From an optimization exercise on the open Yosys and OpenROAD flow, aimed at small area and a short achievable clock period; shortcuts taken in it are not production practice. The RTL was checked by simulation tests, not by an equivalence proof against the original design.

## run A
## top_convolution
module top_convolution#(parameter int IMG_SIZE = 5)(
    input clk,
    input rst,
    input [23:0] in,
    input [71:0] FILTER,
    output reg [(IMG_SIZE-2)*(IMG_SIZE-2)*9-1:0] OUT);
    logic [71:0] f;
    always_ff @(posedge clk) f <= FILTER;
    wire [8:0] tp00 = {f[7], f[7:0]};
    wire [8:0] tp01 = {f[15], f[15:8]};
    wire [8:0] tp02 = {f[23], f[23:16]};
    wire [8:0] tp10 = {f[31], f[31:24]};
    wire [8:0] tp11 = {f[39], f[39:32]};
    wire [8:0] tp12 = {f[47], f[47:40]};
    wire [8:0] tp20 = {f[55], f[55:48]};
    wire [8:0] tp21 = {f[63], f[63:56]};
    wire [8:0] tp22 = {f[71], f[71:64]};
    wire [7:0] cs_s, cs_c;
    for (genvar i = 0; i < 8; i++) begin : csa
        conv_fa u (.a(in[16+i]), .b(in[8+i]), .c(in[i]), .s(cs_s[i]), .co(cs_c[i]));
    end
    wire [7:0] pp880 = {cs_s[7] ^ cs_c[6], cs_s[6] ^ cs_c[5], cs_s[5] ^ cs_c[4], cs_s[4] ^ cs_c[3], cs_s[3] ^ cs_c[2], cs_s[2] ^ cs_c[1], cs_s[1] ^ cs_c[0], cs_s[0]};
    wire [7:0] gg881 = {cs_s[7] & cs_c[6], cs_s[6] & cs_c[5], cs_s[5] & cs_c[4], cs_s[4] & cs_c[3], cs_s[3] & cs_c[2], cs_s[2] & cs_c[1], cs_s[1] & cs_c[0], 1'b0};
    wire [8:1] cy882;
    conv_carry_ks u882 (.g(gg881), .p(pp880), .c(cy882));
    wire [8:0] sin = {(cs_c[7]) ^ cy882[8], pp880[7:1] ^ cy882[7:1], pp880[0]};
    logic [8:0] s;
  ...
==> flow/config.mk <==
export PLATFORM = sky130hd
export DESIGN_NAME = top_convolution
export DESIGN_NICKNAME = top_convolution
export VERILOG_FILES = /design/flow/design.v
export SDC_FILE = /design/flow/constraint.sdc
export NUM_CORES = 4
export LEC_CHECK = 0
export CAP_MARGIN = 20
export CORE_MARGIN = 2
export CORE_UTILIZATION = 40
export CTS_BUF_LIST = sky130_fd_sc_hd__clkbuf_16
export CTS_CLUSTER_DIAMETER = 60
export CTS_CLUSTER_SIZE = 30
export SLEW_MARGIN = 20
export SYNTH_HIERARCHICAL = 1
export SYNTH_MINIMUM_KEEP_SIZE = 0
==> flow/constraint.sdc <==
create_clock -name core_clock -period 17.0 [get_ports {clk}]
set_input_delay 3.4000 -clock core_clock [delete_from_list [all_inputs] [get_ports {clk}]]
set_output_delay 3.4000 -clock core_clock [all_outputs]
set_load 0.01 [all_outputs]
standard.sh (not shown) runs the stock make flow with config.mk's settings and CLKGATE_MAP_FILE= SYNTH_SCRIPT=/design/flow/synth_recipe.tcl, a recipe that flattens the netlist after the stock synthesis.
==> flow/flow/run.sh <==
#!/bin/bash
# Layout flow: the standard ORFS flow (standard.sh, unchanged synthesis)
# with two settings changed: the port buffers are buf_1 cells instead of the
# default choice, and timing repair aims for 12.2 ns of setup slack.
set -euo pipefail
export BUFFER_PORTS_ARGS="-buffer_cell sky130_fd_sc_hd__buf_1"
export SETUP_SLACK_MARGIN=12.2
bash standard.sh > standard_make.log 2>&1
The inputs of run B differ from those of run A as listed below.
==> flow/flow/run.sh <==
#!/bin/bash
# Layout flow: the standard ORFS flow (standard.sh, unchanged synthesis)
# with two settings changed: the port buffers are buf_1 cells instead of the
# default choice, and timing repair aims for 12.3 ns of setup slack.
set -euo pipefail
export BUFFER_PORTS_ARGS="-buffer_cell sky130_fd_sc_hd__buf_1"
export SETUP_SLACK_MARGIN=12.3
bash standard.sh > standard_make.log 2>&1
Findings:
Across run B and run A, none had a timing, DRC or antenna violation.
Slack of the worst reg-to-reg path on run B is up relative to run A.
Sequential share of layout area: run A vs run B, no meaningful difference
Summary — post-route clock period utilization, run B relative to run A: lower, by 0.26 points.
In terms of global-route wire length before repair, run A and run B differ only marginally.
Diff run A..run B | cell area | negligible
From run A to run B, area of the mapped netlist did not move at all.
Looking at run B and run A, the utilization of the core after routing is a wash.
The fill cell total of the finished layout was comparable across run B and run A.
Run A -> run B: total cell area at the placement stage delta 0, exact match
The wire length on run B is in line with that on run A.
Input-level comparison between run C and run B:
==> flow/flow/run.sh <==
#!/bin/bash
# Layout flow: the standard ORFS flow (standard.sh, unchanged synthesis)
# with two settings changed: the port buffers are buf_1 cells instead of the
# default choice, and timing repair aims for 12.5 ns of setup slack.
set -euo pipefail
export BUFFER_PORTS_ARGS="-buffer_cell sky130_fd_sc_hd__buf_1"
export SETUP_SLACK_MARGIN=12.5
export CTS_ARGS="-sink_clustering_enable -repair_clock_nets -buf_list sky130_fd_sc_hd__clkbuf_16 -sink_clustering_size 30 -sink_clustering_max_diameter 60 -sink_clustering_levels 1"
bash standard.sh > standard_make.log 2>&1
### Flow results
Run C has completed all stages; timing, DRC and antenna checks passed. Run B: all stages complete, timing, DRC and antenna checks passed. Comparing run C with run B, the critical path's largest stage delay came out essentially unchanged. Final clock period utilization by the worst path across run B and run C: no real change. As far as core area goes, run C and run B are indistinguishable; the numbers are identical.
Input changes introduced in run D (baseline for comparison: run C):
==> flow/flow/run.sh <==
#!/bin/bash
# Layout flow: the standard ORFS flow (standard.sh, unchanged synthesis)
# with two settings changed: the port buffers are buf_1 cells instead of the
# default choice, and timing repair aims for 12.4 ns of setup slack.
set -euo pipefail
export BUFFER_PORTS_ARGS="-buffer_cell sky130_fd_sc_hd__buf_1"
export SETUP_SLACK_MARGIN=12.4
bash standard.sh > standard_make.log 2>&1
==> notes.md <==
Run C -> run D: final instance area decreased slightly. [compare] base=run C new=run D: sequential share of layout area saw an increase; via count saw a decrease; final hold violation count saw little to no change; final cell count without fillers saw a decrease.
What run E does differently from run D at the input level:
Settings: removing CTS_CLUSTER_DIAMETER (formerly 60); changing CTS_BUF_LIST from sky130_fd_sc_hd__clkbuf_16 to sky130_fd_sc_hd__clkbuf_16 sky130_fd_sc_hd__clkbuf_8 sky130_fd_sc_hd__clkbuf_4; removing CTS_CLUSTER_SIZE (formerly 30).
==> flow/flow/run.sh <==
#!/bin/bash
# Layout flow: the standard ORFS flow (standard.sh, unchanged synthesis)
# with two settings changed: the port buffers are buf_1 cells instead of the
# default choice, and timing repair aims for 12.5 ns of setup slack.
set -euo pipefail
export BUFFER_PORTS_ARGS="-buffer_cell sky130_fd_sc_hd__buf_1"
export SETUP_SLACK_MARGIN=12.5
bash standard.sh > standard_make.log 2>&1
==> notes.md <==
- Across both runs, wire length was higher for run E than for run D.
- Against run D, the final cell area of run E is higher.
- Summary: with run D as the reference, number of global-route vias before repair in run E moved up slightly.
- The placer's final routability congestion estimate in run E was higher than what run D gave.
- Post-route clock period utilization across run E and run D: no real change.

## separate check: timing with driven ports
Ports are ideal in the flow. The routed layouts listed here were re-timed in OpenROAD. Step 1 (the two cells are an assumption about what drives the block):
set clk [get_ports {clk}]
set_driving_cell -lib_cell sky130_fd_sc_hd__clkbuf_16 $clk
set_driving_cell -lib_cell sky130_fd_sc_hd__buf_2 [delete_from_list [all_inputs] $clk]
Step 2 also shifts input and output timing later by t, the mid clock arrival at the registers, as if the neighbouring blocks saw the same clock. Slacks: no drivers / after step 1 / after step 2; pairs: no drivers / after step 1.
| run | t, ns | setup WS [ns] | worst register clock-pin slew, ns | worst slew at a driven data input, ns | pins driven straight from the clock port |
|---|---|---|---|---|---|
| run A | 0.620 | 12.421 / 12.411 / 11.906 | 0.10 / 0.10 | 0.07 | 1 |
| run B | 0.619 | 12.465 / 12.414 / 11.908 | 0.10 / 0.10 | 0.07 | 1 |
| run C | 0.603 | 12.469 / 12.419 / 11.940 | 0.10 / 0.10 | 0.07 | 1 |
| run D | 0.611 | 12.447 / 12.396 / 11.884 | 0.10 / 0.10 | 0.08 | 1 |
| run E | 0.619 | 12.465 / 12.414 / 11.922 | 0.07 / 0.07 | 0.08 | 1 |
After both steps setup and hold are still met in every run listed. For run D, which loses most, drivers alone change the setup slack by -0.051 ns; drivers and shift together by -0.563 ns.
